This design comes from an exercise in tuning for small area on the open sky130 flow, not from production work. For this run, only the layout was checked, not whether the RTL still works. Power is estimated from default activity; no workload was simulated.

<file path="flow/run.sh">
#!/bin/bash
# synth_recipe.tcl (not shown) runs the flow's synth.tcl, then flattens the netlist and writes it again
# the make line also repeats each setting of config.mk as NAME=value (left out here)
make -C /OpenROAD-flow-scripts/flow DESIGN_CONFIG=/design/flow/config.mk WORK_HOME=/design/flow/orfs CLKGATE_MAP_FILE= SYNTH_SCRIPT=/design/flow/synth_recipe.tcl finish
</file>
<file path="flow/config.mk">
export PLATFORM = sky130hd
export DESIGN_NAME = fir
export DESIGN_NICKNAME = fir
export VERILOG_FILES = /design/flow/design.v
export SDC_FILE = /design/flow/constraint.sdc
export NUM_CORES = 4
export LEC_CHECK = 0
export CAP_MARGIN = 20
export CORE_MARGIN = 2
export CORE_UTILIZATION = 40
export SLEW_MARGIN = 20
export SYNTH_HIERARCHICAL = 1
export SYNTH_MINIMUM_KEEP_SIZE = 0
</file>
<file path="flow/constraint.sdc">
create_clock -name core_clock -period 6.5 [get_ports {clk}]
set_input_delay 1.3000 -clock core_clock [delete_from_list [all_inputs] [get_ports {clk}]]
set_output_delay 1.3000 -clock core_clock [all_outputs]
set_load 0.01 [all_outputs]
</file>
<file path="flow/design.v">
module dff(clk, reset, d, q);
input clk;
input reset;
input  [15:0] d;
output [15:0] q; 
reg    [15:0] q_r;
always @(posedge clk)
begin
    if(reset)
        q_r <= 0;
    else
        q_r <= d;
end
assign q = q_r; 
endmodule
module fir(clk, din, reset, dout);
input clk;
input signed [7:0] din;
input reset;
output signed [15:0] dout;
reg [7:0] x1;
reg [7:0] x2;
reg [7:0] x3;
reg [7:0] x4;
reg [7:0] x5;
reg [7:0] x6;
reg [7:0] x7;
reg [7:0] x8;
reg [7:0] x9;
reg [7:0] x10;
reg [7:0] x11;
reg [7:0] x12;
always @(posedge clk) begin
  x1 <= reset ? 8'h00 : din;
  x2 <= reset ? 8'hff : (x1 ^ 8'hff);
  x3 <= reset ? 8'h00 : (x2 ^ 8'hff);
  x4 <= reset ? 8'hff : (x3 ^ 8'hff);
  x5 <= reset ? 8'h00 : (x4 ^ 8'hff);
  x6 <= reset ? 8'hff : (x5 ^ 8'hff);
  x7 <= reset ? 8'h00 : (x6 ^ 8'hff);
  x8 <= reset ? 8'hff : (x7 ^ 8'hff);
  x9 <= reset ? 8'h00 : (x8 ^ 8'hff);
  x10 <= reset ? 8'hff : (x9 ^ 8'hff);
  x11 <= reset ? 8'h00 : (x10 ^ 8'hff);
  x12 <= reset ? 8'hff : (x11 ^ 8'hff);
end
wire s1;
wire c2;
wire s3;
wire c4;
wire s5;
wire c6;
wire s7;
wire c8;
wire s9;
wire c10;
wire s11;
wire c12;
wire s13;
wire c14;
wire n15;
wire s16;
wire c17;
wire p18;
wire n19;
wire n20;
wire s21;
wire c22;
wire n23;
wire s24;
wire c25;
wire s26;
wire c27;
wire s28;
wire c29;
wire s30;
wire c31;
wire s32;
wire c33;
wire s34;
wire c35;
wire n36;
wire s37;
wire c38;
wire p39;
wire s40;
wire c41;
wire s42;
wire c43;
wire s44;
wire c45;
wire s46;
wire c47;
wire s48;
wire c49;
wire s50;
wire c51;
wire s52;
wire c53;
wire n54;
wire s55;
wire c56;
wire p57;
wire n58;
wire s59;
wire c60;
wire n61;
wire s62;
wire c63;
wire s64;
wire c65;
wire s66;
wire c67;
wire n68;
wire s69;
wire c70;
wire s71;
wire c72;
wire n73;
wire s74;
wire c75;
wire s76;
wire c77;
wire n78;
wire s79;
wire c80;
wire s81;
wire c82;
wire s83;
wire c84;
wire n85;
wire s86;
wire c87;
wire n88;
wire s89;
wire c90;
wire s91;
wire c92;
wire n93;
wire s94;
wire c95;
wire s96;
wire c97;
wire n98;
wire s99;
wire c100;
wire s101;
wire c102;
wire n103;
wire s104;
wire c105;
wire s106;
wire c107;
wire s108;
wire c109;
wire n110;
wire s111;
wire c112;
wire n113;
wire s114;
wire c115;
wire n116;
wire s117;
wire c118;
wire n119;
wire s120;
wire c121;
wire s122;
wire c123;
wire s124;
wire c125;
wire s126;
wire c127;
wire s128;
wire c129;
wire s130;
wire c131;
wire n132;
wire s133;
wire c134;
wire s135;
wire c136;
wire s137;
wire c138;
wire n139;
wire s140;
wire c141;
wire s142;
wire c143;
wire n144;
wire s145;
wire c146;
wire s147;
wire c148;
wire s149;
wire c150;
wire s151;
wire c152;
wire s153;
wire c154;
wire n155;
wire s156;
wire c157;
wire n158;
wire s159;
wire c160;
wire n161;
wire s162;
wire c163;
wire n164;
wire n165;
wire s166;
wire c167;
wire s168;
wire c169;
wire s170;
wire c171;
wire n172;
wire s173;
wire c174;
wire n175;
wire s176;
wire c177;
wire n178;
wire s179;
wire c180;
wire s181;
wire c182;
wire s183;
wire c184;
wire s185;
wire c186;
wire s187;
wire c188;
wire s189;
wire c190;
wire n191;
wire s192;
wire c193;
wire n194;
wire s195;
wire c196;
wire n197;
wire s198;
wire c199;
wire n200;
wire s201;
wire c202;
wire s203;
wire c204;
wire s205;
wire c206;
wire s207;
wire c208;
wire n209;
wire s210;
wire c211;
wire n212;
wire s213;
wire c214;
wire n215;
wire s216;
wire c217;
wire n218;
wire s219;
wire c220;
wire n221;
wire s222;
wire c223;
wire n224;
wire s225;
wire c226;
wire n227;
wire s228;
wire c229;
wire s230;
wire c231;
wire s232;
wire c233;
wire s234;
wire c235;
wire n236;
wire s237;
wire c238;
wire n239;
wire s240;
wire c241;
wire s242;
wire c243;
wire n244;
wire s245;
wire c246;
wire n247;
wire s248;
wire c249;
wire n250;
wire s251;
wire c252;
wire s253;
wire c254;
wire n255;
wire s256;
wire c257;
wire n258;
wire s259;
wire c260;
wire s261;
wire c262;
wire s263;
wire c264;
wire s265;
wire c266;
wire n267;
wire s268;
wire c269;
wire s270;
wire c271;
wire n272;
wire s273;
wire c274;
wire n275;
wire s276;
wire c277;
wire s278;
wire c279;
wire s280;
wire c281;
wire n282;
wire s283;
wire c284;
wire n285;
wire s286;
wire c287;
wire s288;
wire c289;
wire n290;
wire s291;
wire c292;
wire s293;
wire c294;
wire n295;
wire s296;
wire c297;
wire s298;
wire c299;
wire n300;
wire s301;
wire c302;
wire n303;
wire s304;
wire c305;
wire s306;
wire c307;
wire s308;
wire c309;
wire n310;
wire s311;
wire c312;
wire n313;
wire s314;
wire c315;
wire n316;
wire s317;
wire c318;
wire s319;
wire c320;
wire n321;
wire s322;
wire c323;
wire n324;
wire s325;
wire c326;
wire s327;
wire c328;
wire s329;
wire c330;
wire s331;
wire c332;
wire n333;
wire s334;
wire c335;
wire s336;
wire c337;
wire n338;
wire s339;
wire c340;
wire n341;
wire s342;
wire c343;
wire n344;
wire s345;
wire c346;
wire n347;
wire s348;
wire c349;
wire n350;
wire s351;
wire c352;
wire s353;
wire c354;
wire s355;
wire c356;
wire n357;
wire s358;
wire c359;
wire n360;
wire s361;
wire c362;
wire s363;
wire c364;
wire s365;
wire c366;
wire n367;
wire s368;
wire c369;
wire n370;
wire s371;
wire c372;
wire n373;
wire s374;
wire c375;
wire n376;
wire s377;
wire c378;
wire n379;
wire s380;
wire c381;
wire s382;
wire c383;
wire s384;
wire c385;
wire s386;
wire c387;
wire g388;
wire p389;
wire p390;
wire g391;
wire p392;
wire g393;
wire g394;
wire g395;
wire p396;
wire g397;
wire p398;
wire g399;
wire g400;
wire g401;
wire g402;
wire g403;
wire g404;
wire s405;
wire s406;
wire s407;
wire s408;
wire s409;
wire s410;
wire s411;
wire s412;
ha u2 (.a(x3[0]), .b(x9[0]), .s(s1), .co(c2));
fa u4 (.a(x3[1]), .b(x9[1]), .ci(c2), .s(s3), .co(c4));
fa u6 (.a(x3[2]), .b(x9[2]), .ci(c4), .s(s5), .co(c6));
fa u8 (.a(x3[3]), .b(x9[3]), .ci(c6), .s(s7), .co(c8));
fa u10 (.a(x3[4]), .b(x9[4]), .ci(c8), .s(s9), .co(c10));
fa u12 (.a(x3[5]), .b(x9[5]), .ci(c10), .s(s11), .co(c12));
fa u14 (.a(x3[6]), .b(x9[6]), .ci(c12), .s(s13), .co(c14));
assign n15 = ~c14;
fa u17 (.a(x3[7]), .b(x9[7]), .ci(n15), .s(s16), .co(c17));
assign p18 = ~s16 & s13;
assign n19 = ~x4[0];
assign n20 = ~x8[0];
ha u22 (.a(n19), .b(n20), .s(s21), .co(c22));
assign n23 = ~c22;
fa u25 (.a(x4[1]), .b(x8[1]), .ci(n23), .s(s24), .co(c25));
fa u27 (.a(x4[2]), .b(x8[2]), .ci(c25), .s(s26), .co(c27));
fa u29 (.a(x4[3]), .b(x8[3]), .ci(c27), .s(s28), .co(c29));
fa u31 (.a(x4[4]), .b(x8[4]), .ci(c29), .s(s30), .co(c31));
fa u33 (.a(x4[5]), .b(x8[5]), .ci(c31), .s(s32), .co(c33));
fa u35 (.a(x4[6]), .b(x8[6]), .ci(c33), .s(s34), .co(c35));
assign n36 = ~c35;
fa u38 (.a(x4[7]), .b(x8[7]), .ci(n36), .s(s37), .co(c38));
assign p39 = s37 & ~s34;
ha u41 (.a(x5[0]), .b(x7[0]), .s(s40), .co(c41));
fa u43 (.a(x5[1]), .b(x7[1]), .ci(c41), .s(s42), .co(c43));
fa u45 (.a(x5[2]), .b(x7[2]), .ci(c43), .s(s44), .co(c45));
fa u47 (.a(x5[3]), .b(x7[3]), .ci(c45), .s(s46), .co(c47));
fa u49 (.a(x5[4]), .b(x7[4]), .ci(c47), .s(s48), .co(c49));
fa u51 (.a(x5[5]), .b(x7[5]), .ci(c49), .s(s50), .co(c51));
fa u53 (.a(x5[6]), .b(x7[6]), .ci(c51), .s(s52), .co(c53));
assign n54 = ~c53;
fa u56 (.a(x5[7]), .b(x7[7]), .ci(n54), .s(s55), .co(c56));
assign p57 = ~s55 & s52;
assign n58 = ~x12[0];
fa u60 (.a(x6[0]), .b(n58), .ci(s1), .s(s59), .co(c60));
assign n61 = ~s21;
fa u63 (.a(n61), .b(s59), .ci(din[0]), .s(s62), .co(c63));
fa u65 (.a(1'b1), .b(x12[1]), .ci(x1[0]), .s(s64), .co(c65));
fa u67 (.a(x2[0]), .b(x10[0]), .ci(x6[0]), .s(s66), .co(c67));
assign n68 = ~x6[1];
fa u70 (.a(x11[0]), .b(n68), .ci(s40), .s(s69), .co(c70));
fa u72 (.a(s66), .b(c60), .ci(s3), .s(s71), .co(c72));
assign n73 = ~din[1];
fa u75 (.a(s64), .b(s69), .ci(n73), .s(s74), .co(c75));
fa u77 (.a(s24), .b(s71), .ci(c63), .s(s76), .co(c77));
assign n78 = ~s74;
fa u80 (.a(s62), .b(n78), .ci(s76), .s(s79), .co(c80));
fa u82 (.a(1'b1), .b(x12[2]), .ci(x1[1]), .s(s81), .co(c82));
fa u84 (.a(x2[1]), .b(x10[1]), .ci(x6[1]), .s(s83), .co(c84));
assign n85 = ~x6[2];
fa u87 (.a(x11[1]), .b(n85), .ci(s40), .s(s86), .co(c87));
assign n88 = ~c65;
fa u90 (.a(s21), .b(c67), .ci(n88), .s(s89), .co(c90));
fa u92 (.a(s81), .b(c70), .ci(s42), .s(s91), .co(c92));
assign n93 = ~s86;
fa u95 (.a(s83), .b(din[2]), .ci(n93), .s(s94), .co(c95));
fa u97 (.a(s89), .b(s5), .ci(c72), .s(s96), .co(c97));
assign n98 = ~s26;
fa u100 (.a(s91), .b(c75), .ci(n98), .s(s99), .co(c100));
fa u102 (.a(s94), .b(s96), .ci(c77), .s(s101), .co(c102));
assign n103 = ~s99;
fa u105 (.a(n103), .b(c80), .ci(s101), .s(s104), .co(c105));
fa u107 (.a(1'b1), .b(x12[3]), .ci(x1[2]), .s(s106), .co(c107));
fa u109 (.a(x2[2]), .b(x10[2]), .ci(x6[2]), .s(s108), .co(c109));
assign n110 = ~x11[2];
fa u112 (.a(x6[3]), .b(n110), .ci(s1), .s(s111), .co(c112));
assign n113 = ~c84;
fa u115 (.a(c82), .b(n113), .ci(s106), .s(s114), .co(c115));
assign n116 = ~s108;
fa u118 (.a(n116), .b(c87), .ci(s42), .s(s117), .co(c118));
assign n119 = ~s24;
fa u121 (.a(s111), .b(din[3]), .ci(n119), .s(s120), .co(c121));
fa u123 (.a(s44), .b(s114), .ci(c92), .s(s122), .co(c123));
fa u125 (.a(c90), .b(c95), .ci(s120), .s(s124), .co(c125));
fa u127 (.a(s7), .b(c97), .ci(s28), .s(s126), .co(c127));
fa u129 (.a(s117), .b(s122), .ci(c100), .s(s128), .co(c129));
fa u131 (.a(s124), .b(c102), .ci(s126), .s(s130), .co(c131));
assign n132 = ~s128;
fa u134 (.a(n132), .b(c105), .ci(s130), .s(s133), .co(c134));
fa u136 (.a(x12[4]), .b(x1[3]), .ci(x11[3]), .s(s135), .co(c136));
fa u138 (.a(x2[3]), .b(x10[3]), .ci(x6[3]), .s(s137), .co(c138));
assign n139 = ~c107;
fa u141 (.a(x6[4]), .b(c109), .ci(n139), .s(s140), .co(c141));
fa u143 (.a(s137), .b(c112), .ci(s3), .s(s142), .co(c143));
assign n144 = ~din[4];
fa u146 (.a(s135), .b(n144), .ci(c115), .s(s145), .co(c146));
fa u148 (.a(s44), .b(c118), .ci(s26), .s(s147), .co(c148));
fa u150 (.a(s140), .b(s142), .ci(c121), .s(s149), .co(c150));
fa u152 (.a(s46), .b(s145), .ci(c123), .s(s151), .co(c152));
fa u154 (.a(c125), .b(s149), .ci(s9), .s(s153), .co(c154));
assign n155 = ~s147;
fa u157 (.a(n155), .b(s30), .ci(c127), .s(s156), .co(c157));
assign n158 = ~s153;
fa u160 (.a(s151), .b(c129), .ci(n158), .s(s159), .co(c160));
assign n161 = ~s159;
fa u163 (.a(s156), .b(c131), .ci(n161), .s(s162), .co(c163));
assign n164 = ~c134;
assign n165 = ~s162;
ha u167 (.a(n164), .b(n165), .s(s166), .co(c167));
fa u169 (.a(x12[5]), .b(x1[4]), .ci(x11[4]), .s(s168), .co(c169));
fa u171 (.a(x2[4]), .b(x10[4]), .ci(x6[4]), .s(s170), .co(c171));
assign n172 = ~x6[5];
fa u174 (.a(n172), .b(s40), .ci(c136), .s(s173), .co(c174));
assign n175 = ~s168;
fa u177 (.a(c138), .b(s170), .ci(n175), .s(s176), .co(c177));
assign n178 = ~s173;
fa u180 (.a(din[5]), .b(c141), .ci(n178), .s(s179), .co(c180));
fa u182 (.a(s5), .b(s176), .ci(c143), .s(s181), .co(c182));
fa u184 (.a(c146), .b(s46), .ci(s28), .s(s183), .co(c184));
fa u186 (.a(s179), .b(s181), .ci(c150), .s(s185), .co(c186));
fa u188 (.a(c148), .b(s48), .ci(c152), .s(s187), .co(c188));
fa u190 (.a(s185), .b(s11), .ci(c154), .s(s189), .co(c190));
assign n191 = ~s32;
fa u193 (.a(s183), .b(n191), .ci(s187), .s(s192), .co(c193));
assign n194 = ~c160;
fa u196 (.a(c157), .b(s189), .ci(n194), .s(s195), .co(c196));
assign n197 = ~s192;
fa u199 (.a(n197), .b(c163), .ci(s195), .s(s198), .co(c199));
assign n200 = ~s198;
ha u202 (.a(c167), .b(n200), .s(s201), .co(c202));
fa u204 (.a(x12[6]), .b(x1[5]), .ci(x11[5]), .s(s203), .co(c204));
fa u206 (.a(x2[5]), .b(x10[5]), .ci(x6[0]), .s(s205), .co(c206));
fa u208 (.a(x6[5]), .b(x6[6]), .ci(c171), .s(s207), .co(c208));
assign n209 = ~s205;
fa u211 (.a(c169), .b(s203), .ci(n209), .s(s210), .co(c211));
assign n212 = ~din[6];
fa u214 (.a(s42), .b(n212), .ci(c174), .s(s213), .co(c214));
assign n215 = ~s210;
fa u217 (.a(s207), .b(c177), .ci(n215), .s(s216), .co(c217));
assign n218 = ~s213;
fa u220 (.a(c180), .b(s7), .ci(n218), .s(s219), .co(c220));
assign n221 = ~s48;
fa u223 (.a(c182), .b(s216), .ci(n221), .s(s222), .co(c223));
assign n224 = ~s219;
fa u226 (.a(s30), .b(c184), .ci(n224), .s(s225), .co(c226));
assign n227 = ~c186;
fa u229 (.a(n227), .b(s50), .ci(c188), .s(s228), .co(c229));
fa u231 (.a(s222), .b(s13), .ci(c190), .s(s230), .co(c231));
fa u233 (.a(s225), .b(s228), .ci(c193), .s(s232), .co(c233));
fa u235 (.a(s34), .b(s230), .ci(c196), .s(s234), .co(c235));
assign n236 = ~s232;
fa u238 (.a(n236), .b(s234), .ci(c199), .s(s237), .co(c238));
assign n239 = ~x12[7];
fa u241 (.a(1'b1), .b(x1[6]), .ci(n239), .s(s240), .co(c241));
fa u243 (.a(x2[6]), .b(x10[6]), .ci(x6[1]), .s(s242), .co(c243));
assign n244 = ~x6[6];
fa u246 (.a(x11[6]), .b(x6[7]), .ci(n244), .s(s245), .co(c246));
assign n247 = ~c206;
fa u249 (.a(c204), .b(n247), .ci(s240), .s(s248), .co(c249));
assign n250 = ~s242;
fa u252 (.a(s245), .b(n250), .ci(din[7]), .s(s251), .co(c252));
fa u254 (.a(c211), .b(s44), .ci(s248), .s(s253), .co(c254));
assign n255 = ~c208;
fa u257 (.a(n255), .b(s251), .ci(c214), .s(s256), .co(c257));
assign n258 = ~c217;
fa u260 (.a(n258), .b(s253), .ci(s256), .s(s259), .co(c260));
fa u262 (.a(s9), .b(c220), .ci(c223), .s(s261), .co(c262));
fa u264 (.a(s50), .b(s259), .ci(s32), .s(s263), .co(c264));
fa u266 (.a(c226), .b(s52), .ci(c229), .s(s265), .co(c266));
assign n267 = ~s261;
fa u269 (.a(n267), .b(s263), .ci(s16), .s(s268), .co(c269));
fa u271 (.a(s37), .b(s265), .ci(c233), .s(s270), .co(c271));
assign n272 = ~s268;
fa u274 (.a(c231), .b(n272), .ci(c235), .s(s273), .co(c274));
assign n275 = ~s270;
fa u277 (.a(n275), .b(s273), .ci(c238), .s(s276), .co(c277));
fa u279 (.a(1'b0), .b(x1[7]), .ci(x11[7]), .s(s278), .co(c279));
fa u281 (.a(x2[7]), .b(x10[7]), .ci(x6[7]), .s(s280), .co(c281));
assign n282 = ~c241;
fa u284 (.a(x6[2]), .b(c243), .ci(n282), .s(s283), .co(c284));
assign n285 = ~s278;
fa u287 (.a(c246), .b(s280), .ci(n285), .s(s286), .co(c287));
fa u289 (.a(c249), .b(s286), .ci(c252), .s(s288), .co(c289));
assign n290 = ~s283;
fa u292 (.a(n290), .b(s46), .ci(c254), .s(s291), .co(c292));
fa u294 (.a(s288), .b(c257), .ci(s291), .s(s293), .co(c294));
assign n295 = ~s11;
fa u297 (.a(c260), .b(n295), .ci(s293), .s(s296), .co(c297));
fa u299 (.a(s52), .b(s34), .ci(c264), .s(s298), .co(c299));
assign n300 = ~c262;
fa u302 (.a(n300), .b(s296), .ci(c17), .s(s301), .co(c302));
assign n303 = ~s55;
fa u305 (.a(c38), .b(c266), .ci(n303), .s(s304), .co(c305));
fa u307 (.a(s298), .b(c269), .ci(s301), .s(s306), .co(c307));
fa u309 (.a(s304), .b(c271), .ci(s306), .s(s308), .co(c309));
assign n310 = ~s308;
fa u312 (.a(c274), .b(n310), .ci(c277), .s(s311), .co(c312));
assign n313 = ~c281;
fa u315 (.a(x6[3]), .b(c279), .ci(n313), .s(s314), .co(c315));
assign n316 = ~c287;
fa u318 (.a(c284), .b(s314), .ci(n316), .s(s317), .co(c318));
fa u320 (.a(c289), .b(s48), .ci(c292), .s(s319), .co(c320));
assign n321 = ~s317;
fa u323 (.a(n321), .b(c294), .ci(s319), .s(s322), .co(c323));
assign n324 = ~s13;
fa u326 (.a(n324), .b(c297), .ci(s322), .s(s325), .co(c326));
fa u328 (.a(c56), .b(s55), .ci(s37), .s(s327), .co(c328));
fa u330 (.a(c299), .b(s325), .ci(c302), .s(s329), .co(c330));
fa u332 (.a(c305), .b(c307), .ci(s329), .s(s331), .co(c332));
assign n333 = ~s327;
fa u335 (.a(n333), .b(c309), .ci(s331), .s(s334), .co(c335));
fa u337 (.a(1'b0), .b(x6[4]), .ci(c315), .s(s336), .co(c337));
assign n338 = ~s50;
fa u340 (.a(s336), .b(c318), .ci(n338), .s(s339), .co(c340));
assign n341 = ~s339;
fa u343 (.a(c320), .b(n341), .ci(c323), .s(s342), .co(c343));
assign n344 = ~s16;
fa u346 (.a(c56), .b(c38), .ci(n344), .s(s345), .co(c346));
assign n347 = ~c328;
fa u349 (.a(c326), .b(s342), .ci(n347), .s(s348), .co(c349));
assign n350 = ~s345;
fa u352 (.a(n350), .b(c330), .ci(s348), .s(s351), .co(c352));
fa u354 (.a(c332), .b(s351), .ci(c335), .s(s353), .co(c354));
fa u356 (.a(x6[5]), .b(c337), .ci(c340), .s(s355), .co(c356));
assign n357 = ~s355;
fa u359 (.a(s52), .b(c17), .ci(n357), .s(s358), .co(c359));
assign n360 = ~c346;
fa u362 (.a(c343), .b(n360), .ci(s358), .s(s361), .co(c362));
fa u364 (.a(c349), .b(s361), .ci(c352), .s(s363), .co(c364));
fa u366 (.a(x6[6]), .b(c356), .ci(s55), .s(s365), .co(c366));
assign n367 = ~s365;
fa u369 (.a(c359), .b(n367), .ci(c362), .s(s368), .co(c369));
assign n370 = ~c56;
fa u372 (.a(1'b1), .b(x6[7]), .ci(n370), .s(s371), .co(c372));
assign n373 = ~c366;
fa u375 (.a(s371), .b(n373), .ci(c369), .s(s374), .co(c375));
assign n376 = ~s237;
ha u378 (.a(c202), .b(n376), .s(s377), .co(c378));
assign n379 = ~c312;
ha u381 (.a(n379), .b(s334), .s(s380), .co(c381));
ha u383 (.a(c354), .b(s363), .s(s382), .co(c383));
ha u385 (.a(c364), .b(s368), .s(s384), .co(c385));
ha u387 (.a(c372), .b(c375), .s(s386), .co(c387));
assign g388 = 1'b0 | (~s276 & c378);
assign p389 = s380 & ~s311;
assign p390 = s382 & s353;
assign g391 = 1'b0 | (s374 & c385);
assign p392 = s374 & s384;
assign g393 = 1'b0 | (~s311 & g388);
assign g394 = c381 | (p389 & g388);
assign g395 = c385 | (s384 & c383);
assign p396 = s384 & p390;
assign g397 = g391 | (p392 & c383);
assign p398 = p392 & p390;
assign g399 = 1'b0 | (s353 & g394);
assign g400 = c383 | (p390 & g394);
assign g401 = g395 | (p396 & g394);
assign g402 = g397 | (p398 & g394);
assign g403 = c387 | (s386 & g402);
assign g404 = c387 | (s386 & g402);
assign s405 = s276 ^ c378;
assign s406 = s311 ^ g388;
assign s407 = s380 ^ g393;
assign s408 = s353 ^ g394;
assign s409 = s382 ^ g399;
assign s410 = s384 ^ g400;
assign s411 = s374 ^ g401;
assign s412 = s386 ^ g402;
reg [15:0] y;
always @(posedge clk) begin
  y <= reset ? 16'h0000 : {~g403, s412, s411, s410, s409, s408, s407, ~s406, ~s405, s377, s201, s166, ~s133, ~s104, ~s79, s62};
end
assign dout = y;
endmodule
module fa(a, b, ci, s, co);
input a, b, ci;
output s, co;
assign s = a ^ b ^ ci;
assign co = (a & b) | (a & ci) | (b & ci);
endmodule
module ha(a, b, s, co);
input a, b;
output s, co;
assign s = a ^ b;
assign co = a & b;
endmodule
</file>
==> run notes <==
[worst max-delay path, delay by kind of cell]
family	cells	cell delay, ns
fa+ha+maj	11	4.28
simple gates	2	0.28
compound gates	3	0.32
buf+inv	2	0.53
[synthesized netlist by cell type]
| cell type | n | share of area, % |
|---|---|---|
| sky130_fd_sc_hd__and2_1 | 1 | 0.099 |
| sky130_fd_sc_hd__conb_1 | 2 | 0.12 |
| sky130_fd_sc_hd__buf_2 | 6 | 0.47 |
| sky130_fd_sc_hd__nor2_1 | 51 | 3.0 |
| sky130_fd_sc_hd__mux2_4 | 1 | 0.24 |
| sky130_fd_sc_hd__nor3_1 | 2 | 0.16 |
| sky130_fd_sc_hd__fa_1 | 144 | 45 |
| sky130_fd_sc_hd__inv_1 | 78 | 4.6 |
| sky130_fd_sc_hd__nand3b_1 | 1 | 0.12 |
| sky130_fd_sc_hd__nand2b_1 | 49 | 4.8 |
| sky130_fd_sc_hd__a21oi_2 | 2 | 0.28 |
| sky130_fd_sc_hd__ha_1 | 14 | 2.8 |
| sky130_fd_sc_hd__a21o_1 | 1 | 0.12 |
| sky130_fd_sc_hd__dfxtp_1 | 112 | 35 |
| sky130_fd_sc_hd__clkbuf_1 | 6 | 0.36 |
| sky130_fd_sc_hd__nor2b_1 | 14 | 1.4 |
| sky130_fd_sc_hd__a21boi_2 | 1 | 0.18 |
| sky130_fd_sc_hd__xnor2_1 | 3 | 0.41 |
[area by class of cell]
cell class,instances,area [sq um]
flip-flops and latches,112,2240
clock inverters,6,82.6
inverters,78,293
fillers,1381,8130
multi-input cells,291,3920
clock buffers,10,229
repair buffers,64,536
well taps,216,270
[Yosys stat by module (local to each module, per instance)]
module	flip-flops and latches	cells inside
fa	0	1
fir	112	334
ha	0	1
[worst max path at each step]
stage	to	slack, ns	start	cells after the start
2_1_floorplan	y[14]	-0.04	x7[0]	19
3_3_place_gp	y[14]	-0.61	din[7]	17
3_5_place_dp	y[14]	-0.72	din[7]	17
4_1_cts	y[14]	-0.08	x7[0]	19
5_1_grt	y[14]	-0.17	x7[0]	19
6_report	y[14]	-0.01	din[6]	18
[state kept, by name, summed over array words and instances (netlist names)]
signal  count
y          16
x9          8
x4          8
x12         8
x7          8
x1          8
x6          8
x2          8
x11         8
x10         8
x8          8
x5          8
x3          8
[cells by family after synthesis]
kind of cell               share of synthesized area [%]
xor gates and xnor gates                           0.415
and+or+nand+nor                                     9.61
AOI/OAI and AO/OA                                  0.572
adders and majority gates                           48.2
buffers and inverters                               5.45
DFF                                                 35.4
muxes                                              0.237
other                                              0.118
[stage by stage]
step | hold slack (ns) | cell area (sq um) | util, % | setup WS (ns)
2_1_floorplan | 0.370 | 6410 | - | -0.0449
3_3_place_gp | 0.381 | 7140 | 45.5 | -0.614
3_5_place_dp | 0.388 | 7140 | 45.5 | -0.715
4_1_cts | 0.409 | 7510 | 47.8 | -0.0811
5_1_grt | 0.423 | 7580 | 48.2 | -0.175
6_report | 0.405 | 7580 | 48.2 | -0.00952
[layer usage]
layer	share of wire, %	wire [um]
met1	45	5150
met2	52	6020
met3	2.5	286
met4	0.81	94
met5	0	0
[where the power goes]
part           leakage, nW  switching (W)  internal, W  total (W)
clock network        0.151       0.000276     0.000311   0.000586
logic                 2.15       0.000802      0.00110    0.00191
registers            0.914      0.0000158     0.000747   0.000763
[what timing repair did]
action | 4_1_cts | 5_1_grt
hold buffers | 0 | 0
pin swaps | 20 | 10
endpoints found under the setup margin | 6 | 6
buffers inserted | 2 | 2
resized for setup | 18 | 16
==> reports/summary.txt <==
Floorplan die area -> 0.0169 sq mm
Average wire length per cell after detail routing -> 14.9 um
Global-route usage over all layers -> 15.6%
Diodes inserted -> 0
Area inside the core boundary -> 0.0157 sq mm
Endpoint type of the worst setup path -> register
Worst path required time -> 6.72 ns
Total clock buffers created by CTS -> 9
Worst R2R Setup Slack -> 0 ns
Number of port buffers -> 25
# DRC -> 0
Mean number of vias per cell -> 4.23
Clock Sink Count -> 112
Setup WS post-layout -> -0.00952 ns
Net count, final -> 724
Grt total ovfl -> 0
Status -> complete, but fails checks
R2R cell count -> 19
Busiest grt layer -> met2
Total Negative Setup Slacks -> -0.00952 ns
Portion of the post-synthesis area used by sequential elements -> 35.4%
Vias after detailed routing -> 3287
Hold path depth -> 1
Final slew viol count -> 0
Pin count of the biggest net entering global routing -> 92
Synth Register Bits -> 112
Setup violation total in the final timing report -> 1
Proportion of layout cells with a drive suffix above 1 -> 18.5%
Maximum Capacitance Violations -> 0
Maximum fanout along the worst path -> 2
WL final -> 11600 um
Maximum level of the CTS H-tree -> 3
Detailed placer's ending HPWL -> 9570 um
Share of the clock period used by the worst path after layout -> 100%
Initial antenna violation count -> 0
Crit path top cell by count -> sky130_fd_sc_hd__fa_2
Global-route wire length before repair -> 19400 um
Overall power of the completed layout -> 0.00326 W
Path class of the lowest-slack min-delay path -> register to register
Post-layout instance count excluding filler cells -> 777
Buffer type at the clock tree root -> sky130_fd_sc_hd__clkbuf_16
I/O pin total -> 26
Post-synth cell types -> 18
Endpoint of the worst hold path -> x10[0]
Synthesis warning total -> 7
Hold Crit Start -> x9[0]
Met3 usage in global routing -> 3.53%
Maximum clock rate -> 154 MHz
Cells after Synth -> 488
Max-slew headroom -> 45.8%
Clock buffer depth -> 2
Unrepaired setup endpoints after global routing -> true
Leakage dissipation -> 3.21 nW
Via count of the first global-routing pass -> 3869
TritonRoute pass-1 iters -> 4
Met2 layer usage reported by global route -> 26.8%
CTS tree -> yes
Layout check fault list -> negative setup slack
Count of endpoints failing hold in the final timing report -> 0
Number of DRC markers in iteration 0 -> 117
Worst reg2reg endpoint -> y[14]
Instance count after placement with tap cells included -> 758
Crit-path max cell delay -> 0.57 ns
Slowest library cell on the worst path -> sky130_fd_sc_hd__fa_1
Worst setup SP type -> primary input
Ordered list of cells on the worst path -> clkdlybuf4s50_1 -> inv_1 -> fa_2 -> fa_2 -> fa_2 -> fa_2 -> fa_2 -> fa_1 -> fa_1 -> fa_2 -> fa_2 -> ha_4 -> a21o_1 -> a21oi_2 -> a21oi_2 -> and2_4 -> ha_4 -> nor2b_1
Global routing usage on met1 -> 20.0%
Maximum vdd ir drop -> 0.000476 V
Power density of the placed cells -> 430 mW/mm^2
Number of nets with antenna violations after routing -> 0
Number of placement rows -> 46
Commonest cells after routing, fill and taps aside -> 110 x sky130_fd_sc_hd__fa_1, 110 x sky130_fd_sc_hd__dfxtp_1, 77 x sky130_fd_sc_hd__inv_1
Worst EP arrival -> 6.73 ns
Cell area after synthesis -> 0.00634 sq mm
Die span in x -> 130 um
Clock transition at the registers of the reported paths -> 0.08 ns
Actual transition at the worst max-transition pin -> 0.813 ns
Effective utilization at floorplan -> 40.3%
Worst reg2reg path startpoint -> x7[0]
Signed area change from the synthesized netlist to the final layout -> 19.5%
Layout Skew -> 0.0124 ns
GPL Wtd Cong -> 0.791
Final Critical Period -> 6.51 ns
Kind of critical path -> primary input to register
Insertion delay to the later sink of the worst-skew pair -> 0.36 ns
Mean area per synthesized cell -> 13.0 sq um
Die Height -> 130 um

[what the ideal ports hide]
Ports are ideal in the flow. The routed layout listed here was re-timed in OpenROAD.
Step 1: set_driving_cell puts a clkbuf_16 on clk and a buf_2 on each other input, an assumption about the parent block.
Step 2 also shifts input and output timing later by t, the mid clock arrival at the registers, as if the neighbouring blocks saw the same clock.
Slacks: ideal ports / drivers / drivers and shift; pairs: ideal ports / drivers.
t, ns: 0.386
slack for setup (ns): -0.010 / -0.002 / -0.383
clock arrival spread, ns: 0.014 / 0.014
cell pins on the clock port's net: 1
For this run, drivers alone change the setup slack by +0.008 ns; drivers and shift together by -0.373 ns.
